From an optimization exercise on the open Yosys and OpenROAD flow, aimed at small area; shortcuts taken in it are not production practice.
The RTL was checked by simulation tests, not by an equivalence proof against the original design.
No activity file was given, so power comes from the tool's default toggle rates.

==> design.v <==
module top_calc_accum_final (
    input  wire clk,
    input  wire reset,
    input  wire [1:0] op_sel_raw,
    input  wire [7:0] data_in_raw,
    input  wire calc_btn_raw,
    output wire [6:0] disp0,
    output wire [6:0] disp1,
    output wire [6:0] disp2,
    output wire [6:0] disp3,
    output wire [6:0] disp4,
    output wire neg_flag,
    output wire error_flag,
    output wire [7:0] acc_out
);
    reg [1:0] op_s1, op;
    reg [7:0] d_s1, d;
    reg [7:0] acc;
    reg [6:0] frac;
    reg       err_q;
    reg [2:0] mode, cnt;
    wire [7:0] acc_n;
    wire [6:0] frac_n;
    wire       err_n;
    wire [2:0] mode_n, cnt_n;
    wire       hund;
    calc_core u_core (
        .reset(reset), .btn(calc_btn_raw), .op(op), .d(d),
        .acc(acc), .frac(frac), .err_q(err_q), .mode(mode), .cnt(cnt),
        .acc_n(acc_n), .frac_n(frac_n), .err_n(err_n), .mode_n(mode_n), .cnt_n(cnt_n),
        .disp0(disp0), .disp1(disp1), .disp2(disp2), .disp3(disp3), .hund(hund)
    );
    always @(posedge clk) begin
        op_s1 <= op_sel_raw;
        op    <= op_s1;
        d_s1  <= data_in_raw;
        d     <= d_s1;
        acc   <= acc_n;
        frac  <= frac_n;
        err_q <= err_n;
        mode  <= mode_n;
        cnt   <= cnt_n;
    end
    assign disp4      = {hund, 2'b00, hund, hund, hund, 1'b1};
    assign acc_out    = acc;
    assign neg_flag   = ~acc[7];
    assign error_flag = err_q;
endmodule
module calc_core (
    input  wire       reset,
    input  wire       btn,
    input  wire [1:0] op,
    input  wire [7:0] d,
    input  wire [7:0] acc,
    input  wire [6:0] frac,
    input  wire       err_q,
    input  wire [2:0] mode,
    input  wire [2:0] cnt,
    output wire [7:0] acc_n,
    output wire [6:0] frac_n,
    output wire       err_n,
    output reg  [2:0] mode_n,
    output reg  [2:0] cnt_n,
    output wire [6:0] disp0, disp1, disp2, disp3,
    output wire       hund
);
    localparam LOW = 3'd0, RM1 = 3'd1, R0 = 3'd2, R1 = 3'd3, R2 = 3'd4,
               PULSE = 3'd5, ACC = 3'd6, HIGH = 3'd7;
    wire is_low = (mode == LOW);
    wire v = is_low ? (cnt != 3'd0) : (cnt == 3'd0);
    wire tgt = is_low ? btn : ~btn;
    wire cfull = (cnt == 3'd7);
    always @(*) begin
        cnt_n = tgt ? cnt + 3'd1 : 3'd0;
        case (mode)
            LOW:  mode_n = (tgt & cfull) ? RM1 : LOW;
            HIGH: mode_n = (tgt & cfull) ? LOW : HIGH;
            default: mode_n = mode + 3'd1;
        endcase
        if ((mode == LOW || mode == HIGH) && tgt && cfull) cnt_n = 3'd0;
        if (reset) begin
            mode_n = LOW;
            cnt_n = btn ? (v ? 3'd2 : 3'd1) : 3'd0;
        end
    end
    wire pulse = (mode == PULSE);
    wire acc_en = (mode == ACC) & ~err_q;
    wire [7:0] sel;
    wire refuse, rho, ferr;
    wire [6:0] fnew;
    alu2 u_alu (.op(op), .d(d), .acc(acc), .frac(frac), .sel(sel), .refuse(refuse), .rho(rho), .ferr(ferr));
    fr2  u_fr  (.op(op), .a7(acc[7]), .a0(acc[0]), .rho(rho), .frac(frac), .fnew(fnew));
    dispM u_dm (.acc(acc), .disp2(disp2), .disp3(disp3), .u4(hund));
    dispF u_df (.frac(frac), .disp0(disp0), .disp1(disp1));
    assign acc_n  = reset ? 8'd0 : (acc_en ? sel : acc);
    assign frac_n = reset ? 7'd0 : ((pulse & ~ferr) ? fnew : frac);
    assign err_n  = reset ? 1'b0 : (pulse ? refuse : err_q);
endmodule
module alu2 (
  input wire [1:0] op,
  input wire [7:0] d,
  input wire [7:0] acc,
  input wire [6:0] frac,
  output wire [7:0] sel,
  output wire refuse,
  output wire rho,
  output wire ferr
);
  wire new_n37, new_n38, new_n39, new_n40, new_n41, new_n42, new_n43, new_n44, new_n45, new_n46, new_n47, new_n48, new_n49, new_n50, new_n51, new_n52, new_n53, new_n54, new_n55, new_n56, new_n57, new_n58, new_n59, new_n60, new_n61, new_n62, new_n63, new_n64, new_n65, new_n66, new_n67, new_n69, new_n70, new_n71, new_n72, new_n73, new_n74, new_n75, new_n77, new_n78, new_n79, new_n80, new_n81, new_n82, new_n83, new_n84, new_n85, new_n86, new_n87, new_n88, new_n89, new_n90, new_n91, new_n92, new_n93, new_n94, new_n95, new_n96, new_n98, new_n99, new_n100, new_n101, new_n102, new_n103, new_n104, new_n105, new_n106, new_n107, new_n108, new_n109, new_n110, new_n112, new_n113, new_n114, new_n115, new_n116, new_n117, new_n118, new_n119, new_n120, new_n121, new_n122, new_n123, new_n124, new_n126, new_n127, new_n128, new_n129, new_n130, new_n131, new_n132, new_n133, new_n134, new_n135, new_n136, new_n137, new_n138, new_n139, new_n140, new_n141, new_n142, new_n143, new_n144, new_n145, new_n146, new_n148, new_n149, new_n150, new_n151, new_n152, new_n153, new_n154, new_n155, new_n156, new_n157, new_n158, new_n159, new_n160, new_n161, new_n163, new_n165, new_n166, new_n167, new_n168, new_n169, new_n170, new_n171, new_n172, new_n173, new_n174, new_n175, new_n176, new_n177, new_n178, new_n180, new_n181, new_n182, new_n183, new_n184, new_n185, new_n186, new_n187, new_n188, new_n189, new_n190, new_n191, new_n192, new_n193, new_n194, new_n195, new_n196, new_n197, new_n198, new_n199, new_n200, new_n202, new_n203, new_n204, new_n205, new_n206, new_n207, new_n208, new_n209, new_n210, new_n211, new_n212, new_n213, new_n214, new_n215, new_n216, new_n217, new_n218, new_n219, new_n220, new_n221, new_n222, new_n223;
  assign new_n37 = op[0] & op[1] ;
  assign new_n38 = ~op[1] & d[0] ;
  assign new_n39 = acc[0] & ~new_n38;
  assign new_n40 = ~acc[0] & new_n38;
  assign new_n41 = ~new_n39 & ~new_n40;
  assign new_n42 = ~new_n37 & new_n41;
  assign new_n43 = ~op[0] & op[1] ;
  assign new_n44 = ~acc[6] & ~acc[7] ;
  assign new_n45 = acc[6] & acc[7] ;
  assign new_n46 = ~new_n44 & ~new_n45;
  assign new_n47 = new_n43 & ~new_n46;
  assign new_n48 = ~new_n42 & ~new_n47;
  assign new_n49 = ~op[1] & ~d[0] ;
  assign new_n50 = acc[0] & acc[7] ;
  assign new_n51 = ~new_n49 & ~new_n50;
  assign new_n52 = op[0] & ~new_n51;
  assign new_n53 = acc[0] & ~new_n48;
  assign new_n54 = ~new_n52 & ~new_n53;
  assign new_n55 = op[0] & ~op[1] ;
  assign new_n56 = ~d[1] & ~new_n55;
  assign new_n57 = ~op[0] & ~op[1] ;
  assign new_n58 = d[1] & ~new_n57;
  assign new_n59 = ~new_n56 & ~new_n58;
  assign new_n60 = ~acc[1] & ~new_n59;
  assign new_n61 = ~new_n47 & ~new_n59;
  assign new_n62 = acc[1] & ~new_n61;
  assign new_n63 = ~new_n60 & ~new_n62;
  assign new_n64 = new_n54 & new_n63;
  assign new_n65 = ~new_n54 & ~new_n63;
  assign new_n66 = ~new_n64 & ~new_n65;
  assign new_n67 = new_n37 & new_n66;
  assign sel[0] = new_n48 & ~new_n67;
  assign new_n69 = ~new_n60 & ~new_n64;
  assign new_n70 = acc[2] & ~new_n47;
  assign new_n71 = ~new_n69 & new_n70;
  assign new_n72 = new_n69 & ~new_n70;
  assign new_n73 = ~new_n71 & ~new_n72;
  assign new_n74 = new_n37 & ~new_n73;
  assign new_n75 = ~new_n37 & ~new_n66;
  assign sel[1] = new_n74 | new_n75;
  assign new_n77 = ~d[2] & ~new_n55;
  assign new_n78 = d[2] & ~new_n57;
  assign new_n79 = ~new_n77 & ~new_n78;
  assign new_n80 = ~new_n73 & new_n79;
  assign new_n81 = acc[2] & ~new_n71;
  assign new_n82 = ~new_n80 & ~new_n81;
  assign new_n83 = ~d[3] & ~new_n55;
  assign new_n84 = d[3] & ~new_n57;
  assign new_n85 = ~new_n83 & ~new_n84;
  assign new_n86 = ~new_n47 & ~new_n85;
  assign new_n87 = acc[3] & ~new_n86;
  assign new_n88 = ~acc[3] & ~new_n85;
  assign new_n89 = ~new_n87 & ~new_n88;
  assign new_n90 = ~new_n82 & new_n89;
  assign new_n91 = new_n82 & ~new_n89;
  assign new_n92 = ~new_n90 & ~new_n91;
  assign new_n93 = new_n37 & ~new_n92;
  assign new_n94 = new_n73 & ~new_n79;
  assign new_n95 = ~new_n80 & ~new_n94;
  assign new_n96 = ~new_n37 & ~new_n95;
  assign sel[2] = ~new_n93 & ~new_n96;
  assign new_n98 = ~new_n87 & ~new_n90;
  assign new_n99 = ~d[4] & ~new_n55;
  assign new_n100 = d[4] & ~new_n57;
  assign new_n101 = ~new_n99 & ~new_n100;
  assign new_n102 = ~acc[4] & ~new_n101;
  assign new_n103 = ~new_n47 & ~new_n101;
  assign new_n104 = acc[4] & ~new_n103;
  assign new_n105 = ~new_n102 & ~new_n104;
  assign new_n106 = new_n98 & new_n105;
  assign new_n107 = ~new_n98 & ~new_n105;
  assign new_n108 = ~new_n106 & ~new_n107;
  assign new_n109 = new_n37 & ~new_n108;
  assign new_n110 = ~new_n37 & new_n92;
  assign sel[3] = new_n109 | new_n110;
  assign new_n112 = ~new_n102 & ~new_n106;
  assign new_n113 = ~d[5] & ~new_n55;
  assign new_n114 = d[5] & ~new_n57;
  assign new_n115 = ~new_n113 & ~new_n114;
  assign new_n116 = ~new_n47 & ~new_n115;
  assign new_n117 = acc[5] & ~new_n116;
  assign new_n118 = ~acc[5] & ~new_n115;
  assign new_n119 = ~new_n117 & ~new_n118;
  assign new_n120 = ~new_n112 & new_n119;
  assign new_n121 = new_n112 & ~new_n119;
  assign new_n122 = ~new_n120 & ~new_n121;
  assign new_n123 = new_n37 & ~new_n122;
  assign new_n124 = ~new_n37 & ~new_n108;
  assign sel[4] = new_n123 | new_n124;
  assign new_n126 = new_n112 & ~new_n118;
  assign new_n127 = ~new_n117 & ~new_n126;
  assign new_n128 = ~acc[4] & ~acc[5] ;
  assign new_n129 = acc[6] & new_n128;
  assign new_n130 = ~acc[0] & ~acc[1] ;
  assign new_n131 = ~acc[2] & ~acc[3] ;
  assign new_n132 = new_n130 & new_n131;
  assign new_n133 = new_n129 & new_n132;
  assign new_n134 = new_n47 & ~new_n133;
  assign new_n135 = ~d[6] & ~new_n55;
  assign new_n136 = d[6] & ~new_n57;
  assign new_n137 = ~new_n135 & ~new_n136;
  assign new_n138 = ~acc[6] & ~new_n137;
  assign new_n139 = acc[6] & new_n137;
  assign new_n140 = ~new_n138 & ~new_n139;
  assign new_n141 = ~new_n134 & new_n140;
  assign new_n142 = new_n127 & ~new_n141;
  assign new_n143 = ~new_n127 & new_n141;
  assign new_n144 = ~new_n142 & ~new_n143;
  assign new_n145 = new_n37 & ~new_n144;
  assign new_n146 = ~new_n37 & new_n122;
  assign sel[5] = ~new_n145 & ~new_n146;
  assign new_n148 = ~new_n37 & new_n144;
  assign new_n149 = ~op[0] & ~d[7] ;
  assign new_n150 = op[0] & d[7] ;
  assign new_n151 = ~new_n149 & ~new_n150;
  assign new_n152 = ~op[1] & new_n151;
  assign new_n153 = new_n127 & ~new_n139;
  assign new_n154 = ~new_n138 & ~new_n153;
  assign new_n155 = new_n152 & ~new_n154;
  assign new_n156 = ~new_n152 & new_n154;
  assign new_n157 = ~acc[7] & ~new_n156;
  assign new_n158 = ~new_n155 & new_n157;
  assign new_n159 = ~new_n43 & new_n156;
  assign new_n160 = ~new_n155 & ~new_n159;
  assign new_n161 = acc[7] & ~new_n160;
  assign sel[7] = ~new_n158 & ~new_n161;
  assign new_n163 = new_n37 & sel[7] ;
  assign sel[6] = new_n148 | new_n163;
  assign new_n165 = ~new_n151 & new_n154;
  assign new_n166 = ~d[3] & ~d[4] ;
  assign new_n167 = ~d[5] & ~d[6] ;
  assign new_n168 = new_n166 & new_n167;
  assign new_n169 = ~d[1] & ~d[2] ;
  assign new_n170 = new_n49 & new_n169;
  assign new_n171 = new_n168 & new_n170;
  assign new_n172 = acc[7] & ~new_n171;
  assign new_n173 = ~acc[7] & new_n171;
  assign new_n174 = ~new_n172 & ~new_n173;
  assign new_n175 = new_n165 & new_n174;
  assign new_n176 = acc[7] & new_n155;
  assign new_n177 = new_n43 & ~new_n134;
  assign new_n178 = ~new_n176 & ~new_n177;
  assign refuse = new_n175 | ~new_n178;
  assign new_n180 = ~frac[1] & ~frac[2] ;
  assign new_n181 = ~frac[3] & new_n180;
  assign new_n182 = ~frac[4] & ~frac[5] ;
  assign new_n183 = ~frac[0] & new_n182;
  assign new_n184 = new_n181 & new_n183;
  assign new_n185 = ~frac[6] & ~new_n184;
  assign new_n186 = acc[7] & ~new_n185;
  assign new_n187 = ~acc[7] & ~frac[6] ;
  assign new_n188 = new_n41 & ~new_n187;
  assign new_n189 = ~new_n186 & new_n188;
  assign new_n190 = new_n66 & new_n189;
  assign new_n191 = ~new_n95 & new_n190;
  assign new_n192 = ~new_n92 & new_n191;
  assign new_n193 = new_n108 & new_n192;
  assign new_n194 = new_n122 & new_n193;
  assign new_n195 = ~new_n144 & new_n194;
  assign new_n196 = ~new_n155 & ~new_n195;
  assign new_n197 = new_n157 & ~new_n196;
  assign new_n198 = new_n165 & ~new_n195;
  assign new_n199 = ~op[1] & acc[7] ;
  assign new_n200 = new_n198 & new_n199;
  assign rho = new_n197 | new_n200;
  assign new_n202 = frac[6] & ~new_n41;
  assign new_n203 = ~new_n66 & new_n202;
  assign new_n204 = new_n95 & new_n203;
  assign new_n205 = new_n92 & new_n204;
  assign new_n206 = ~new_n108 & new_n205;
  assign new_n207 = ~new_n122 & new_n206;
  assign new_n208 = new_n144 & new_n207;
  assign new_n209 = new_n176 & ~new_n208;
  assign new_n210 = frac[1] & frac[2] ;
  assign new_n211 = frac[3] & new_n210;
  assign new_n212 = acc[7] & new_n182;
  assign new_n213 = ~new_n211 & new_n212;
  assign new_n214 = new_n207 & new_n213;
  assign new_n215 = frac[4] & frac[5] ;
  assign new_n216 = ~new_n181 & new_n215;
  assign new_n217 = acc[7] & ~new_n216;
  assign new_n218 = ~frac[6] & ~new_n217;
  assign new_n219 = new_n133 & ~new_n218;
  assign new_n220 = new_n177 & ~new_n219;
  assign new_n221 = ~new_n214 & new_n220;
  assign new_n222 = ~acc[7] & new_n198;
  assign new_n223 = ~new_n221 & ~new_n222;
  assign ferr = new_n209 | ~new_n223;
endmodule
module fr2 (
  input wire [1:0] op,
  input wire a7,
  input wire a0,
  input wire rho,
  input wire [6:0] frac,
  output wire [6:0] fnew
);
  wire new_n20, new_n21, new_n22, new_n23, new_n24, new_n25, new_n26, new_n27, new_n28, new_n30, new_n31, new_n32, new_n33, new_n34, new_n35, new_n36, new_n37, new_n38, new_n39, new_n40, new_n41, new_n42, new_n43, new_n44, new_n45, new_n46, new_n47, new_n49, new_n50, new_n51, new_n52, new_n53, new_n54, new_n55, new_n56, new_n57, new_n58, new_n59, new_n60, new_n61, new_n62, new_n63, new_n64, new_n65, new_n66, new_n67, new_n68, new_n69, new_n70, new_n71, new_n72, new_n73, new_n74, new_n75, new_n76, new_n77, new_n78, new_n79, new_n80, new_n81, new_n82, new_n83, new_n84, new_n85, new_n86, new_n87, new_n88, new_n89, new_n90, new_n91, new_n92, new_n93, new_n94, new_n95, new_n96, new_n97, new_n98, new_n99, new_n100, new_n101, new_n102, new_n103, new_n104, new_n105, new_n106, new_n107, new_n108, new_n109, new_n110, new_n111, new_n112, new_n113, new_n114, new_n115, new_n116, new_n117, new_n118, new_n119, new_n120, new_n121, new_n122, new_n123, new_n124, new_n125, new_n126, new_n127, new_n128, new_n129, new_n130, new_n131, new_n132, new_n133, new_n134, new_n135, new_n136, new_n137, new_n138, new_n140, new_n141, new_n142, new_n143, new_n144, new_n145, new_n146, new_n148, new_n149, new_n150, new_n151, new_n152, new_n154, new_n155, new_n156, new_n157, new_n158, new_n159, new_n160, new_n162, new_n163, new_n164;
  assign new_n20 = a7 & ~rho;
  assign new_n21 = op[0] & ~frac[1] ;
  assign new_n22 = new_n20 & new_n21;
  assign new_n23 = op[1] & ~new_n22;
  assign new_n24 = frac[0] & ~new_n23;
  assign new_n25 = frac[0] & new_n20;
  assign new_n26 = op[0] & op[1] ;
  assign new_n27 = frac[1] & new_n26;
  assign new_n28 = ~new_n25 & new_n27;
  assign fnew[0] = new_n24 | new_n28;
  assign new_n30 = ~rho & ~new_n25;
  assign new_n31 = frac[1] & ~new_n30;
  assign new_n32 = frac[2] & ~new_n31;
  assign new_n33 = ~frac[2] & new_n31;
  assign new_n34 = ~new_n32 & ~new_n33;
  assign new_n35 = a0 & new_n26;
  assign new_n36 = ~new_n34 & new_n35;
  assign new_n37 = ~a0 & new_n26;
  assign new_n38 = new_n34 & new_n37;
  assign new_n39 = rho & frac[0] ;
  assign new_n40 = frac[1] & ~new_n39;
  assign new_n41 = ~frac[1] & new_n39;
  assign new_n42 = ~new_n40 & ~new_n41;
  assign new_n43 = ~op[1] & new_n42;
  assign new_n44 = ~op[0] & op[1] ;
  assign new_n45 = ~frac[0] & new_n44;
  assign new_n46 = ~new_n43 & ~new_n45;
  assign new_n47 = ~new_n38 & new_n46;
  assign fnew[1] = ~new_n36 & new_n47;
  assign new_n49 = ~frac[0] & ~frac[1] ;
  assign new_n50 = ~frac[2] & new_n49;
  assign new_n51 = rho & ~new_n50;
  assign new_n52 = frac[3] & new_n51;
  assign new_n53 = ~frac[3] & ~new_n51;
  assign new_n54 = ~new_n52 & ~new_n53;
  assign new_n55 = new_n26 & new_n54;
  assign new_n56 = rho & ~new_n49;
  assign new_n57 = frac[2] & ~new_n56;
  assign new_n58 = ~frac[2] & new_n56;
  assign new_n59 = ~new_n57 & ~new_n58;
  assign new_n60 = new_n34 & ~new_n59;
  assign new_n61 = ~new_n42 & new_n44;
  assign new_n62 = ~op[1] & ~new_n59;
  assign new_n63 = ~new_n61 & ~new_n62;
  assign new_n64 = ~new_n36 & new_n63;
  assign new_n65 = ~new_n60 & new_n64;
  assign new_n66 = new_n55 & ~new_n65;
  assign new_n67 = ~new_n55 & new_n65;
  assign new_n68 = ~new_n66 & ~new_n67;
  assign new_n69 = rho & ~new_n53;
  assign new_n70 = ~frac[4] & ~new_n69;
  assign new_n71 = rho & ~new_n70;
  assign new_n72 = frac[5] & ~new_n71;
  assign new_n73 = ~frac[5] & new_n71;
  assign new_n74 = ~new_n72 & ~new_n73;
  assign new_n75 = new_n44 & new_n74;
  assign new_n76 = frac[4] & new_n69;
  assign new_n77 = ~new_n70 & ~new_n76;
  assign new_n78 = new_n54 & new_n77;
  assign new_n79 = new_n60 & new_n78;
  assign new_n80 = new_n74 & new_n79;
  assign new_n81 = ~new_n74 & ~new_n79;
  assign new_n82 = ~new_n80 & ~new_n81;
  assign new_n83 = new_n35 & new_n82;
  assign new_n84 = ~new_n34 & new_n78;
  assign new_n85 = new_n83 & ~new_n84;
  assign new_n86 = ~rho & ~frac[6] ;
  assign new_n87 = rho & frac[6] ;
  assign new_n88 = ~new_n86 & ~new_n87;
  assign new_n89 = ~new_n82 & new_n88;
  assign new_n90 = ~frac[5] & ~frac[6] ;
  assign new_n91 = frac[5] & frac[6] ;
  assign new_n92 = ~new_n90 & ~new_n91;
  assign new_n93 = new_n82 & new_n92;
  assign new_n94 = ~new_n89 & ~new_n93;
  assign new_n95 = new_n26 & new_n94;
  assign new_n96 = ~new_n85 & new_n95;
  assign new_n97 = new_n85 & ~new_n94;
  assign new_n98 = ~op[1] & new_n74;
  assign new_n99 = new_n44 & ~new_n77;
  assign new_n100 = ~new_n98 & ~new_n99;
  assign new_n101 = ~new_n97 & new_n100;
  assign new_n102 = ~new_n96 & new_n101;
  assign new_n103 = new_n37 & ~new_n82;
  assign new_n104 = ~op[1] & new_n77;
  assign new_n105 = new_n44 & new_n54;
  assign new_n106 = ~new_n104 & ~new_n105;
  assign new_n107 = ~new_n83 & new_n106;
  assign new_n108 = ~new_n103 & new_n107;
  assign new_n109 = new_n26 & new_n77;
  assign new_n110 = ~new_n79 & new_n109;
  assign new_n111 = new_n44 & ~new_n59;
  assign new_n112 = new_n60 & ~new_n77;
  assign new_n113 = op[1] & ~new_n112;
  assign new_n114 = new_n54 & ~new_n113;
  assign new_n115 = ~new_n111 & ~new_n114;
  assign new_n116 = ~new_n110 & new_n115;
  assign new_n117 = ~new_n68 & new_n116;
  assign new_n118 = new_n108 & new_n117;
  assign new_n119 = new_n102 & ~new_n118;
  assign new_n120 = ~new_n75 & ~new_n119;
  assign new_n121 = ~new_n108 & ~new_n116;
  assign new_n122 = new_n68 & new_n121;
  assign new_n123 = ~new_n102 & ~new_n122;
  assign new_n124 = new_n88 & new_n123;
  assign new_n125 = ~new_n35 & new_n88;
  assign new_n126 = ~new_n44 & ~new_n125;
  assign new_n127 = ~new_n123 & new_n126;
  assign new_n128 = ~new_n26 & ~new_n74;
  assign new_n129 = ~new_n35 & ~new_n128;
  assign new_n130 = new_n94 & new_n129;
  assign new_n131 = ~new_n127 & ~new_n130;
  assign new_n132 = ~new_n124 & new_n131;
  assign new_n133 = ~new_n120 & new_n132;
  assign new_n134 = new_n125 & ~new_n130;
  assign new_n135 = new_n120 & new_n134;
  assign new_n136 = ~new_n133 & ~new_n135;
  assign new_n137 = ~new_n68 & ~new_n136;
  assign new_n138 = new_n68 & new_n136;
  assign fnew[2] = new_n137 | new_n138;
  assign new_n140 = new_n36 & new_n54;
  assign new_n141 = ~new_n134 & ~new_n140;
  assign new_n142 = new_n116 & new_n141;
  assign new_n143 = ~new_n116 & ~new_n141;
  assign new_n144 = ~new_n142 & ~new_n143;
  assign new_n145 = ~new_n137 & new_n144;
  assign new_n146 = new_n137 & ~new_n144;
  assign fnew[3] = new_n145 | new_n146;
  assign new_n148 = new_n137 & ~new_n142;
  assign new_n149 = ~new_n137 & ~new_n143;
  assign new_n150 = ~new_n148 & ~new_n149;
  assign new_n151 = new_n108 & ~new_n150;
  assign new_n152 = ~new_n108 & new_n150;
  assign fnew[4] = ~new_n151 & ~new_n152;
  assign new_n154 = ~new_n122 & new_n134;
  assign new_n155 = ~new_n120 & ~new_n134;
  assign new_n156 = ~new_n154 & ~new_n155;
  assign new_n157 = new_n132 & ~new_n156;
  assign new_n158 = ~new_n120 & ~new_n121;
  assign new_n159 = new_n154 & ~new_n158;
  assign new_n160 = ~new_n102 & ~new_n159;
  assign fnew[5] = ~new_n157 & ~new_n160;
  assign new_n162 = ~new_n75 & ~new_n132;
  assign new_n163 = new_n75 & new_n132;
  assign new_n164 = ~new_n155 & ~new_n163;
  assign fnew[6] = ~new_n162 & new_n164;
endmodule
module dispM (
  input wire [7:0] acc,
  output wire [6:0] disp2,
  output wire [6:0] disp3,
  output wire u4
);
  wire new_n24, new_n25, new_n26, new_n27, new_n28, new_n29, new_n30, new_n31, new_n32, new_n33, new_n34, new_n35, new_n36, new_n37, new_n38, new_n39, new_n40, new_n41, new_n42, new_n43, new_n44, new_n45, new_n46, new_n47, new_n48, new_n49, new_n50, new_n51, new_n52, new_n53, new_n54, new_n55, new_n56, new_n57, new_n58, new_n59, new_n60, new_n61, new_n62, new_n63, new_n64, new_n65, new_n66, new_n67, new_n68, new_n69, new_n70, new_n71, new_n72, new_n73, new_n74, new_n75, new_n77, new_n78, new_n79, new_n82, new_n85, new_n86, new_n87, new_n89, new_n91, new_n92, new_n93, new_n94, new_n95, new_n96, new_n97, new_n98, new_n99, new_n100, new_n101, new_n102, new_n103, new_n104, new_n105, new_n106, new_n107, new_n109, new_n110, new_n111, new_n113, new_n114, new_n115, new_n116, new_n117, new_n118, new_n122, new_n123, new_n124, new_n126, new_n128, new_n129;
  assign new_n24 = acc[4] & ~acc[6] ;
  assign new_n25 = ~acc[2] & new_n24;
  assign new_n26 = ~acc[4] & acc[6] ;
  assign new_n27 = acc[2] & new_n26;
  assign new_n28 = ~new_n25 & ~new_n27;
  assign new_n29 = acc[3] & ~acc[5] ;
  assign new_n30 = ~acc[3] & acc[5] ;
  assign new_n31 = ~new_n29 & ~new_n30;
  assign new_n32 = acc[3] & ~acc[4] ;
  assign new_n33 = ~acc[3] & acc[4] ;
  assign new_n34 = ~new_n32 & ~new_n33;
  assign new_n35 = ~new_n31 & new_n34;
  assign new_n36 = ~new_n28 & new_n35;
  assign new_n37 = new_n28 & new_n31;
  assign new_n38 = ~new_n36 & ~new_n37;
  assign new_n39 = acc[1] & new_n38;
  assign new_n40 = new_n28 & new_n30;
  assign new_n41 = ~acc[2] & ~new_n26;
  assign new_n42 = ~new_n24 & ~new_n41;
  assign new_n43 = new_n29 & new_n42;
  assign new_n44 = new_n25 & new_n31;
  assign new_n45 = ~acc[1] & ~new_n44;
  assign new_n46 = ~new_n43 & new_n45;
  assign new_n47 = ~new_n40 & new_n46;
  assign new_n48 = ~new_n39 & ~new_n47;
  assign new_n49 = ~new_n36 & ~new_n40;
  assign new_n50 = ~new_n27 & new_n42;
  assign new_n51 = new_n49 & ~new_n50;
  assign new_n52 = new_n42 & ~new_n49;
  assign new_n53 = ~new_n51 & ~new_n52;
  assign new_n54 = ~new_n48 & new_n53;
  assign new_n55 = acc[7] & ~new_n54;
  assign new_n56 = ~new_n48 & ~new_n55;
  assign new_n57 = ~acc[0] & ~new_n56;
  assign new_n58 = new_n28 & new_n29;
  assign new_n59 = ~acc[1] & new_n31;
  assign new_n60 = acc[1] & new_n29;
  assign new_n61 = ~new_n59 & ~new_n60;
  assign new_n62 = acc[1] & new_n30;
  assign new_n63 = new_n42 & ~new_n62;
  assign new_n64 = new_n61 & new_n63;
  assign new_n65 = ~new_n58 & new_n64;
  assign new_n66 = ~new_n42 & ~new_n61;
  assign new_n67 = new_n25 & new_n62;
  assign new_n68 = ~new_n66 & ~new_n67;
  assign new_n69 = ~new_n65 & new_n68;
  assign new_n70 = ~new_n57 & ~new_n69;
  assign new_n71 = new_n55 & new_n69;
  assign new_n72 = ~new_n55 & ~new_n69;
  assign new_n73 = new_n48 & ~new_n72;
  assign new_n74 = ~acc[0] & ~new_n73;
  assign new_n75 = new_n71 & new_n74;
  assign disp2[0] = new_n70 | new_n75;
  assign new_n77 = ~new_n71 & ~new_n74;
  assign new_n78 = ~acc[7] & ~new_n48;
  assign new_n79 = new_n69 & new_n78;
  assign disp2[1] = new_n77 & ~new_n79;
  assign disp2[2] = acc[0] | new_n54;
  assign new_n82 = acc[0] & new_n69;
  assign disp2[3] = disp2[2] & ~new_n82;
  assign disp2[4] = ~acc[0] & disp2[1] ;
  assign new_n85 = new_n48 & ~new_n77;
  assign new_n86 = acc[0] & ~acc[7] ;
  assign new_n87 = new_n54 & new_n86;
  assign disp2[5] = new_n85 | new_n87;
  assign new_n89 = ~new_n56 & ~new_n73;
  assign disp2[6] = disp2[3] & ~new_n89;
  assign new_n91 = new_n55 & new_n82;
  assign new_n92 = new_n47 & ~new_n91;
  assign new_n93 = new_n38 & ~new_n91;
  assign new_n94 = acc[1] & ~new_n93;
  assign new_n95 = ~new_n92 & ~new_n94;
  assign new_n96 = ~acc[5] & ~acc[6] ;
  assign new_n97 = acc[5] & acc[6] ;
  assign new_n98 = ~new_n96 & ~new_n97;
  assign new_n99 = ~new_n95 & new_n98;
  assign new_n100 = acc[4] & ~acc[7] ;
  assign new_n101 = ~acc[4] & acc[7] ;
  assign new_n102 = ~new_n100 & ~new_n101;
  assign new_n103 = ~new_n95 & ~new_n102;
  assign new_n104 = new_n98 & ~new_n102;
  assign new_n105 = ~new_n35 & ~new_n104;
  assign new_n106 = new_n95 & ~new_n105;
  assign new_n107 = ~new_n103 & ~new_n106;
  assign disp3[0] = ~new_n99 & new_n107;
  assign new_n109 = new_n34 & ~new_n98;
  assign new_n110 = new_n95 & ~new_n109;
  assign new_n111 = new_n102 & ~new_n110;
  assign disp3[1] = ~new_n104 & ~new_n111;
  assign new_n113 = new_n31 & new_n34;
  assign new_n114 = acc[6] & ~acc[7] ;
  assign new_n115 = ~acc[6] & acc[7] ;
  assign new_n116 = ~new_n114 & ~new_n115;
  assign new_n117 = new_n98 & new_n116;
  assign new_n118 = ~new_n113 & new_n117;
  assign disp3[2] = new_n95 | new_n118;
  assign disp3[3] = ~new_n106 & disp3[2] ;
  assign disp3[4] = ~new_n98 & new_n103;
  assign new_n122 = ~new_n95 & ~new_n113;
  assign new_n123 = new_n104 & new_n116;
  assign new_n124 = ~new_n99 & ~new_n123;
  assign disp3[5] = ~new_n122 & ~new_n124;
  assign new_n126 = new_n98 & ~new_n116;
  assign disp3[6] = disp3[3] & ~new_n126;
  assign new_n128 = new_n34 & new_n95;
  assign new_n129 = ~new_n98 & ~new_n116;
  assign u4 = ~new_n128 & new_n129;
endmodule
module dispF (
  input wire [6:0] frac,
  output wire [6:0] disp0,
  output wire [6:0] disp1
);
  wire new_n22, new_n23, new_n24, new_n25, new_n26, new_n27, new_n28, new_n29, new_n30, new_n31, new_n32, new_n33, new_n34, new_n35, new_n36, new_n37, new_n38, new_n39, new_n40, new_n41, new_n42, new_n43, new_n44, new_n45, new_n46, new_n47, new_n48, new_n49, new_n50, new_n51, new_n52, new_n53, new_n54, new_n55, new_n56, new_n57, new_n58, new_n59, new_n60, new_n62, new_n63, new_n64, new_n65, new_n66, new_n67, new_n68, new_n70, new_n71, new_n72, new_n73, new_n74, new_n76, new_n80, new_n82, new_n83, new_n84, new_n85, new_n86, new_n87, new_n88, new_n89, new_n91, new_n92, new_n93, new_n94, new_n96, new_n98, new_n99, new_n100, new_n102, new_n103, new_n104, new_n105, new_n108;
  assign new_n22 = ~frac[2] & ~frac[3] ;
  assign new_n23 = ~frac[4] & new_n22;
  assign new_n24 = frac[6] & ~new_n23;
  assign new_n25 = frac[5] & ~new_n24;
  assign new_n26 = frac[2] & ~frac[4] ;
  assign new_n27 = frac[1] & ~frac[3] ;
  assign new_n28 = ~new_n26 & ~new_n27;
  assign new_n29 = ~frac[1] & frac[3] ;
  assign new_n30 = ~frac[2] & frac[4] ;
  assign new_n31 = ~new_n29 & ~new_n30;
  assign new_n32 = new_n28 & new_n31;
  assign new_n33 = frac[6] & new_n32;
  assign new_n34 = ~new_n26 & ~new_n30;
  assign new_n35 = ~new_n29 & ~new_n34;
  assign new_n36 = ~new_n28 & ~new_n35;
  assign new_n37 = ~frac[6] & ~new_n36;
  assign new_n38 = frac[2] & new_n27;
  assign new_n39 = ~frac[2] & ~new_n27;
  assign new_n40 = ~new_n38 & ~new_n39;
  assign new_n41 = new_n35 & ~new_n40;
  assign new_n42 = ~new_n27 & ~new_n34;
  assign new_n43 = ~new_n41 & new_n42;
  assign new_n44 = new_n37 & new_n43;
  assign new_n45 = ~new_n33 & ~new_n44;
  assign new_n46 = new_n25 & ~new_n45;
  assign new_n47 = frac[6] & ~new_n36;
  assign new_n48 = ~frac[6] & ~new_n41;
  assign new_n49 = ~frac[5] & ~new_n48;
  assign new_n50 = ~new_n47 & new_n49;
  assign new_n51 = ~new_n46 & ~new_n50;
  assign new_n52 = frac[0] & ~new_n51;
  assign new_n53 = ~frac[6] & ~new_n32;
  assign new_n54 = ~frac[5] & ~new_n53;
  assign new_n55 = frac[6] & ~new_n41;
  assign new_n56 = new_n54 & ~new_n55;
  assign new_n57 = ~new_n31 & ~new_n42;
  assign new_n58 = frac[5] & ~frac[6] ;
  assign new_n59 = new_n57 & new_n58;
  assign new_n60 = ~new_n56 & ~new_n59;
  assign disp0[0] = new_n52 | ~new_n60;
  assign new_n62 = frac[0] & ~new_n60;
  assign new_n63 = new_n32 & new_n58;
  assign new_n64 = frac[6] & ~new_n57;
  assign new_n65 = ~frac[5] & ~new_n37;
  assign new_n66 = ~new_n64 & new_n65;
  assign new_n67 = ~new_n63 & ~new_n66;
  assign new_n68 = ~new_n62 & new_n67;
  assign disp0[1] = new_n52 | ~new_n68;
  assign new_n70 = new_n36 & new_n58;
  assign new_n71 = ~frac[5] & ~new_n45;
  assign new_n72 = ~new_n70 & ~new_n71;
  assign new_n73 = frac[5] & new_n24;
  assign new_n74 = frac[0] & ~new_n73;
  assign disp0[2] = ~new_n72 | new_n74;
  assign new_n76 = ~frac[0] & ~new_n72;
  assign disp0[6] = new_n62 | new_n76;
  assign disp0[3] = new_n52 | disp0[6] ;
  assign disp0[4] = ~frac[0] & ~new_n67;
  assign new_n80 = new_n51 & new_n72;
  assign disp0[5] = ~disp0[3] & ~new_n80;
  assign new_n82 = ~frac[4] & ~frac[6] ;
  assign new_n83 = ~frac[1] & ~frac[2] ;
  assign new_n84 = frac[3] & ~new_n83;
  assign new_n85 = ~new_n59 & ~new_n84;
  assign new_n86 = new_n82 & ~new_n85;
  assign new_n87 = frac[4] & ~frac[6] ;
  assign new_n88 = new_n22 & new_n87;
  assign new_n89 = ~new_n59 & new_n88;
  assign disp1[6] = new_n86 | new_n89;
  assign new_n91 = ~frac[3] & ~new_n38;
  assign new_n92 = ~frac[4] & ~frac[5] ;
  assign new_n93 = frac[6] & new_n92;
  assign new_n94 = ~new_n91 & new_n93;
  assign disp1[3] = disp1[6] | new_n94;
  assign new_n96 = ~new_n82 & ~disp1[3] ;
  assign disp1[0] = ~frac[5] & ~new_n96;
  assign new_n98 = ~new_n87 & ~disp1[3] ;
  assign new_n99 = new_n58 & ~new_n98;
  assign new_n100 = ~new_n58 & new_n98;
  assign disp1[1] = ~new_n99 & ~new_n100;
  assign new_n102 = frac[2] & frac[3] ;
  assign new_n103 = new_n25 & ~new_n102;
  assign new_n104 = new_n54 & new_n84;
  assign new_n105 = ~new_n103 & ~new_n104;
  assign disp1[2] = disp1[3] | ~new_n105;
  assign disp1[4] = disp1[1] & ~disp1[2] ;
  assign new_n108 = ~new_n58 & ~new_n92;
  assign disp1[5] = new_n96 & ~new_n108;
endmodule
==> run.sh <==
#!/bin/bash
# synth_recipe.tcl (not shown) runs the flow's synth.tcl, then flattens the netlist and writes it again
# the make line also repeats each setting of config.mk as NAME=value (left out here)
make -C /OpenROAD-flow-scripts/flow DESIGN_CONFIG=/design/flow/config.mk WORK_HOME=/design/flow/orfs CLKGATE_MAP_FILE= SYNTH_SCRIPT=/design/flow/synth_recipe.tcl finish
==> config.mk <==
export PLATFORM = sky130hd
export DESIGN_NAME = top_calc_accum_final
export DESIGN_NICKNAME = top_calc_accum_final
export VERILOG_FILES = /design/flow/design.v
export SDC_FILE = /design/flow/constraint.sdc
export NUM_CORES = 4
export LEC_CHECK = 0
export ABC_AREA = 1
export CAP_MARGIN = 20
export CORE_MARGIN = 2
export CORE_UTILIZATION = 40
export SLEW_MARGIN = 20
==> constraint.sdc <==
create_clock -name core_clock -period 40.0 [get_ports {clk}]
set_input_delay 8.0000 -clock core_clock [delete_from_list [all_inputs] [get_ports {clk}]]
set_output_delay 8.0000 -clock core_clock [all_outputs]
set_load 0.01 [all_outputs]
==> impl_metrics.env, run 1 <==
export IMPL_worstMarginPinSlew_ns=0.746
export IMPL_routed_via_density=5.15
export IMPL_rows=36
export IMPL_cts_sinks=42
export IMPL_cts_hold_buffers_added=0
export IMPL_drv_cap=0
export IMPL_drt_wl_total_um=9870
export IMPL_yosysWarnings=2
export IMPL_synth_cell_area_um2=3900
export IMPL_post_dp_cell_area_um2=4470
export IMPL_area_growth_pct=17.0
export IMPL_fin_crit_sh=0.289
export IMPL_ios=58
export IMPL_cts_buffer_depth=2
export IMPL_die_h_um=103
export IMPL_slew_violations=0
export IMPL_mostFrequentLayoutCell="nand2_1"
export IMPL_nets=675
export IMPL_drtPass1Iterations=6
export IMPL_post_cts_buffers=0
export IMPL_first_iter_violations=281
export IMPL_die_area_um2=10600
export IMPL_grt_use_total=0.190
export IMPL_drive_gt1_frac=0.111
export IMPL_hp_class="reg2reg"
export IMPL_synth_area_leaders="dfxtp_1 22%, nand2_1 12%, inv_1 8.6%, ha_1 8.3%, a21oi_1 5.3%"
export IMPL_ys_seq_area_frac=0.216
export IMPL_status="no timing/DRC/antenna violations"
export IMPL_antenna_found_initial=0
export IMPL_synth_cells=595
export IMPL_grt_pass1_vias=3643
export IMPL_synth_seq_cells=42
export IMPL_globalplace_congestion=0.855
export IMPL_fmax_ghz=0.0866
export IMPL_hold_slack_ns=0.322
export IMPL_setup_ws_ns=28.46
export IMPL_end_kind="primary output"
export IMPL_nFillCells=1027
export IMPL_skew_ns=0.0118
export IMPL_stdcell_area_um2=4560
export IMPL_fp_dieW_um=103
export IMPL_synth_top_area_cell="dfxtp_1"
export IMPL_final_cell_mix="123 x nand2_1, 89 x inv_1, 54 x clkdlybuf4s50_1"
export IMPL_fin_setup_tns_ns=0
export IMPL_ir_drop_mv=0.0141
export IMPL_dpl_hpwl_um=7920
export IMPL_clk_latency_ns=0.31
export IMPL_yosysUniqueCellTypes=56
export IMPL_h_tree_depth=2
export IMPL_finalCriticalPeriod_ns=11.55
export IMPL_p_leak_nw=2.15
export IMPL_ys_flop_type="dfxtp_1"
export IMPL_startpoint_type="register"
export IMPL_required_ns=32.00
export IMPL_grt_first_pass_wirelength_um=16400
export IMPL_core_area_um2=9590
export IMPL_critical_path_class="reg2out"
export IMPL_cts_resized_gates=0
export IMPL_clk_pin_slew_worst_paths_ns=0.10
export IMPL_synth_top_cell_area_share=0.216
export IMPL_pre_cts_slack_ns=28.83
export IMPL_via_count=3965
export IMPL_grt_overflow_total=0
export IMPL_routedWlPerCell_um=12.8
export IMPL_finalSetupViolCount=0
export IMPL_powerDensity_nw_per_um2=19.1
export IMPL_critPathArrivalTime_ns=3.55
export IMPL_hold_viol_final=0
export IMPL_synth_avg_cell_area_um2=6.55
export IMPL_root_buffer="clkbuf_8"
export IMPL_initial_core_util=0.406
export IMPL_synthArstFlopShare=0
export IMPL_cts_buffers=5
export IMPL_drc=0
export IMPL_io_buffers=54
export IMPL_path_max_fanout=7
export IMPL_slew_limit_headroom=0.501
export IMPL_drt_antenna_violating_nets=0
export IMPL_tritoncts="done"
export IMPL_synth_edff_count=0
export IMPL_grt_max_degree=18
export IMPL_rsz0062_at_grt="false"
export IMPL_diodes=0
==> cells by family (layout without fill, tap and decap cells) <==
family,Yosys count,in the layout,synth area share
adders and majority gates,26,26,0.0834
buffers and inverters,123,164,0.135
muxes,1,1,0.00257
other,2,3,0.00193
xor gates and xnor gates,11,11,0.0247
and+or+nand+nor,276,276,0.361
DFF,42,42,0.216
AOI/OAI and AO/OA,114,114,0.175
==> per-stage QoR <==
step / total power (W) / cells / util
floorplan: 0.0000547 / 596 / -
global placement: 0.0000577 / 762 / 0.466
detailed placement: 0.0000579 / 762 / 0.466
CTS: 0.0000878 / 770 / 0.476
global route: 0.0000919 / 770 / 0.476
finish: 0.0000870 / 770 / 0.476
==> cell usage after synthesis (2+ instances only) <==
master,n
nand3_4,2
o21ai_1,3
nor3_1,4
a221oi_1,5
o31ai_1,3
clkbuf_1,4
o21a_1,2
nand3_1,39
a21oi_1,41
buf_4,12
xor2_1,7
o21ai_0,33
a21boi_0,2
conb_1,2
xnor2_1,4
nand4_1,7
o211ai_1,6
or2_2,4
inv_1,89
dfxtp_1,42
nand3_2,10
ha_1,26
o211ai_2,2
nand2_4,6
buf_2,2
nor2_1,50
nand2_2,17
nand4_4,2
nor2_4,3
a22oi_1,2
o22ai_1,4
inv_2,11
nand2_1,123
nor4_1,3
a31oi_1,2
==> routing by layer <==
| layer | share of wire | global-route usage | vias to the layer above |
|---|---|---|---|
| met5 | 0 | 0 | - |
| met4 | 0.011 | 0.0318 | 0 |
| met3 | 0.047 | 0.0210 | 14 |
| met2 | 0.46 | 0.331 | 114 |
| met1 | 0.48 | 0.256 | 1822 |
| li1 | - | - | 2015 |
==> registers in the layout (all words and copies together), names as in the netlist <==
signal	count
d	8
d_s1	8
err_q	1
op_s1	2
cnt	3
op	2
frac	7
acc	8
mode	3
==> power breakdown <==
part / leakage [nW] / internal [W] / total (W) / switching (W)
Combinational: 1.76 / 0.00000478 / 0.0000128 / 0.00000802
Sequential: 0.346 / 0.0000432 / 0.0000442 / 0.000000999
Clock: 0.0467 / 0.0000130 / 0.0000300 / 0.0000171
Total: 2.15 / 0.0000609 / 0.0000870 / 0.0000261
==> layout make-up <==
class                   count  area, um^2  area share
clock buffers               5        68.8      0.0151
clock inverters             3        27.5     0.00603
inverters                 102         385      0.0845
multi-input cells         431        2530       0.555
flip-flops and latches     42         841       0.184
well taps                 133         166      0.0365
repair buffers             54         541       0.118
==> worst paths after layout <==
kind / start / endpoint / slack (ns) / cells after the start
setup reg to reg: op[1] / frac[4] / 32.73 / 42
hold reg to reg: d_s1[4] / d[4] / 0.32 / 0
hold / removal: d_s1[4] / d[4] / 0.32 / 0
setup / recovery: acc[4] / disp3[6] / 28.46 / 23
==> critical path: stages (launching register included) <==
cell and delay (ns):
dfxtp_1 0.49, inv_1 0.13, nor2_1 0.11, inv_1 0.06, nor2_1 0.08, inv_1 0.07, nand2_1 0.11, inv_1 0.06
nand2_1 0.07, o211ai_1 0.08, nor2_1 0.13, inv_1 0.05, nand2_1 0.13, nand2_1 0.11, nand2_1 0.10, nor2_1 0.05
inv_1 0.10, o21ai_0 0.08, nand2_1 0.06, nand2_1 0.13, inv_1 0.15, o211ai_1 0.14, a22oi_1 0.17, clkdlybuf4s50_1 0.56
==> inputs of run 2 (changes only) <==
==> flow/run.sh (new file) <==
#!/bin/bash
# Own layout flow: the standard synthesis, then an area-oriented re-mapping of the
# combinational logic (registers untouched), then the standard layout steps with
# minimum-size port buffers.  Each tool's output goes to a log of its own here.
set -euo pipefail
W=$PWD
R=$W/orfs/results/$FLOW_PLATFORM/top_calc_accum_final/base
LIB=$FLOW_HOME/platforms/$FLOW_PLATFORM/lib/sky130_fd_sc_hd__tt_025C_1v80.lib

bash standard.sh synth > $W/log_1_synth.txt 2>&1
cp $R/1_2_yosys.v $W/std_1_2_yosys.v

DONT=""
for c in $(grep -oE 'cell *\( *"?sky130_fd_sc_hd__(lpflow_[a-z0-9_]+|probe[a-z0-9_]*)' $LIB | sed -E 's/.*(sky130_fd_sc_hd__[a-z0-9_]+)/\1/' | sort -u); do
  DONT="$DONT -dont_use $c"
done
LIB=$LIB IN=$W/std_1_2_yosys.v OUT=$W/remap_1_2_yosys.v ABCSCR=$W/flow/remap.abc DONT="$DONT" \
  yosys -c $W/flow/remap.tcl > $W/log_2_remap.txt 2>&1
# refuse to go on if the re-mapping lost logic
python3 - "$W/std_1_2_yosys.v" "$W/remap_1_2_yosys.v" <<'PY'
import re, sys
a, b = (open(f).read() for f in sys.argv[1:3])
ff = lambda s: sorted(re.findall(r'sky130_fd_sc_hd__(dfxtp_\d|edfxtp_\d|dfrtp_\d)\s+(\S+)', s))
assert ff(a) == ff(b), "registers differ"
assert len(re.findall(r'sky130_fd_sc_hd__', b)) > len(ff(b)) + 20, "logic missing"
PY
cp $W/remap_1_2_yosys.v $R/1_2_yosys.v
rm -f $R/1_synth.odb $R/1_synth.sdc
bash standard.sh "BUFFER_PORTS_ARGS=-buffer_cell sky130_fd_sc_hd__buf_1" finish > $W/log_3_layout.txt 2>&1
==> flow/remap.abc (new file) <==
strash
&get -n
&dch -f
&nf -R 2000 -F 10 -A 10
&put
topo
==> flow/remap.tcl (new file) <==
# Re-map the combinational cells of the standard synthesis for area.
# Registers (and their instance names) are kept as they are.
yosys read_liberty -ignore_miss_func $::env(LIB)
yosys read_verilog $::env(IN)
yosys hierarchy -top top_calc_accum_final
foreach m {sky130_fd_sc_hd__dfxtp_1 sky130_fd_sc_hd__dfxtp_2 sky130_fd_sc_hd__dfxtp_4 sky130_fd_sc_hd__edfxtp_1 sky130_fd_sc_hd__dfrtp_1} {
  if {[llength [yosys tee -q -s result.string select -list $m]]} { }
  catch { yosys setattr -mod -set keep_hierarchy 1 $m }
}
yosys flatten
yosys opt -purge
yosys tee -o remap_stat_before.txt stat
yosys abc -liberty $::env(LIB) {*}$::env(DONT) -script $::env(ABCSCR)
yosys opt_clean -purge
yosys hilomap -singleton -hicell sky130_fd_sc_hd__conb_1 HI -locell sky130_fd_sc_hd__conb_1 LO
yosys cd top_calc_accum_final
yosys select w:* i:* o:* %u %d
yosys rename -hide
yosys select -clear
yosys cd
yosys opt_clean -purge
yosys rename -enumerate -pattern n%_ w:*
yosys tee -o remap_stat.txt stat -liberty $::env(LIB)
yosys select top_calc_accum_final
yosys write_verilog -noattr -noexpr -selected $::env(OUT)
==> standard.sh (new file) <==
#!/bin/bash
# synth_recipe.tcl (not shown) runs the flow's synth.tcl, then flattens the netlist and writes it again
# the make line also repeats each setting of config.mk as NAME=value (left out here)
make -C /OpenROAD-flow-scripts/flow DESIGN_CONFIG=/design/flow/config.mk WORK_HOME=/design/flow/orfs CLKGATE_MAP_FILE= SYNTH_SCRIPT=/design/flow/synth_recipe.tcl "${@:-finish}"
--- a/config.mk
+++ b/config.mk
@@ -9,4 +9,5 @@
 export CAP_MARGIN = 20
 export CORE_MARGIN = 2
 export CORE_UTILIZATION = 40
+export CTS_BUF_LIST = sky130_fd_sc_hd__clkbuf_8
 export SLEW_MARGIN = 20
removed: run.sh
==> impl_metrics.env, run 2 <==
export IMPL_first_iter_violations=282
export IMPL_drt_antenna_violating_nets=0
export IMPL_reg2reg_depth=32
export IMPL_grt_use_total=0.194
export IMPL_p_int_w=0.0000637
export IMPL_globalplace_congestion=0.916
export IMPL_grt_pass1_vias=2809
export IMPL_cp_slowest_cell="o21ai_0"
export IMPL_ir_drop_mv=0.0200
export IMPL_finalCriticalPeriod_ns=11.74
export IMPL_die_h_um=90.3
export IMPL_cts_resized_gates=0
export IMPL_fin_setup_tns_ns=0
export IMPL_drc=0
export IMPL_tritoncts="done"
export IMPL_rows=31
export IMPL_min_from="d_s1[1]"
export IMPL_synth_avg_cell_area_um2=7.03
export IMPL_dpl_cell_count=579
export IMPL_startpoint_type="register"
export IMPL_critPathArrivalTime_ns=3.74
export IMPL_io_buffers=54
export IMPL_grt_first_pass_wirelength_um=13300
export IMPL_r2r_end="frac[4]"
export IMPL_critical_path_top_delay_family="compound AO/OA/AOI/OAI gates"
export IMPL_root_buffer="clkbuf_8"
export IMPL_max_stage_delay_ns=0.56
export IMPL_h_tree_depth=2
export IMPL_fmax_ghz=0.0851
export IMPL_drive_gt1_frac=0.0205
export IMPL_fin_cells=587
export IMPL_ios=58
export IMPL_dpl_hpwl_um=5760
export IMPL_diodes=0
export IMPL_post_cts_buffers=0
export IMPL_setup_ws_ns=28.26
export IMPL_cp_cell_sequence="nand2b_1 -> nor2_1 -> a21o_1 -> nor3b_1 -> a211oi_1 -> o21ai_0 -> o21a_1 -> o21ai_0 -> nor2b_1 -> and2_0 -> o21ai_0 -> and2_0 -> nand2_1 -> a22oi_1 -> buf_1"
export IMPL_required_ns=32.00
export IMPL_fin_total_pwr_w=0.0000925
export IMPL_powerDensity_nw_per_um2=27.1
export IMPL_mostFrequentLayoutCell="nor2_1"
export IMPL_power_frac_comb=0.160
export IMPL_slew_violations=0
export IMPL_worstHoldPathCells=0
export IMPL_drv_cap=0
export IMPL_cts_hold_buffers_added=0
export IMPL_whs_endpoint="d[1]"
export IMPL_die_area_um2=8160
export IMPL_power_frac_seq=0.516
export IMPL_worstReg2RegStart="op[1]"
export IMPL_clk_pin_slew_worst_paths_ns=0.10
export IMPL_core_area_um2=7250
export IMPL_ff_latch_area_um2=841
export IMPL_pre_cts_slack_ns=28.54
export IMPL_cts_buffers=5
export IMPL_reg_top3="acc x8, d x8, d_s1 x8"
export IMPL_antenna_found_initial=0
export IMPL_fin_crit_sh=0.294
export IMPL_hold_viol_final=0
export IMPL_netSwitchingFraction=0.312
export IMPL_r2r_slack_ns=32.02
export IMPL_grt_max_degree=25
export IMPL_rsz0062_at_grt="false"
export IMPL_via_count=3161
export IMPL_yosysWarnings=2
export IMPL_p_leak_nw=1.23
export IMPL_nFillCells=782
export IMPL_fp_dieW_um=90.3
export IMPL_path_max_fanout=10
export IMPL_clk_latency_ns=0.30
export IMPL_crit_top_cell="o21ai_0"
export IMPL_clkPwrFrac=0.325
export IMPL_status="no timing/DRC/antenna violations"
export IMPL_nets=500
export IMPL_initial_core_util=0.411
export IMPL_cts_buffer_depth=2
export IMPL_end_kind="primary output"
export IMPL_skew_ns=0.0158
export IMPL_critical_path_class="reg2out"
export IMPL_routed_via_density=5.39
export IMPL_area_growth_pct=14.6
export IMPL_final_cell_mix="72 x nor2_1, 53 x buf_1, 49 x nand2_1"
export IMPL_drtPass1Iterations=4
export IMPL_worstMarginPinSlew_ns=0.772
export IMPL_routedWlPerCell_um=13.2
export IMPL_grt_overflow_total=0
export IMPL_synth_cell_area_um2=2980
export IMPL_slew_limit_headroom=0.472
export IMPL_path_buf_inv=1
export IMPL_multi_input_area_um2=2100
export IMPL_fin_util=0.471
export IMPL_hp_class="reg2reg"
export IMPL_cts_sinks=42
export IMPL_netSwitchingPower_w=0.0000289
export IMPL_drt_wl_total_um=7760
export IMPL_synth_cells=424
export IMPL_finalSetupViolCount=0
==> run 2: metrics by stage <==
step,area [um^2],hold slack [ns]
after floorplan,2990,0.310
after global placement,3320,0.310
after detailed placement,3320,0.312
after CTS,3410,0.335
after global routing,3420,0.339
final,3420,0.329
==> run 2: cell type report <==
class,count,area share
sequential,42,0.246
tap,99,0.0363
clock buffer,5,0.0201
clock inverter,3,0.00769
multi-input combinational,371,0.615
timing repair buffer,55,0.0619
inverter,12,0.0132
==> run 2: worst max-delay path by stage <==
stage,startpoint,end,cells past startpoint
after floorplan,acc[4],disp4[1],13
after global placement,acc[4],disp3[6],15
after detailed placement,acc[4],disp3[6],15
after CTS,acc[4],disp3[6],15
after global routing,acc[4],disp3[6],15
final,acc[4],disp3[6],15
==> run 2: power groups by stage <==
stage / registers [W] / logic [W] / clock network, W
6_report: 0.0000477 / 0.0000148 / 0.0000300
4_1_cts: 0.0000477 / 0.0000146 / 0.0000309
2_1_floorplan: 0.0000479 / 0.0000118 / 0
5_1_grt: 0.0000482 / 0.0000169 / 0.0000323
3_3_place_gp: 0.0000485 / 0.0000145 / 0
3_5_place_dp: 0.0000486 / 0.0000147 / 0
==> run 2: layer usage <==
| metal | wire (um) | global-route usage | share of wire | vias to the layer above |
|---|---|---|---|---|
| li1 | - | - | - | 1643 |
| met1 | 3820 | 0.274 | 0.49 | 1398 |
| met2 | 3370 | 0.304 | 0.43 | 112 |
| met3 | 489 | 0.0317 | 0.063 | 8 |
| met4 | 85 | 0.0577 | 0.011 | 0 |
| met5 | 0 | 0 | 0 | - |

what the ideal ports hide:
The flow's constraints put no driver on any port. The routed layouts listed below were extracted and timed again, unchanged, in two steps. Step 1: set_driving_cell puts a clkbuf_16 on clk and a buf_2 on each other input, an assumption about the parent block. Step 2 adds t to the input delays and takes it off the output delays; t is the mean of the earliest and latest rising clock arrival at the registers after step 1. Input paths then give back, and output paths get back, about the clock's delay inside the block. Slacks: ideal ports / drivers / drivers and shift; pairs: ideal ports / drivers.
run	shift t [ns]	setup slack, ns	hold WS [ns]	latest minus earliest clock arrival (ns)	pins driven straight from the clock port
run 1	0.325	28.455 / 28.430 / 28.754	0.322 / 0.322 / 0.322	0.011 / 0.011	1
run 2	0.326	28.255 / 28.224 / 28.550	0.329 / 0.329 / 0.329	0.015 / 0.015	1
After both steps every run listed still meets setup and hold.
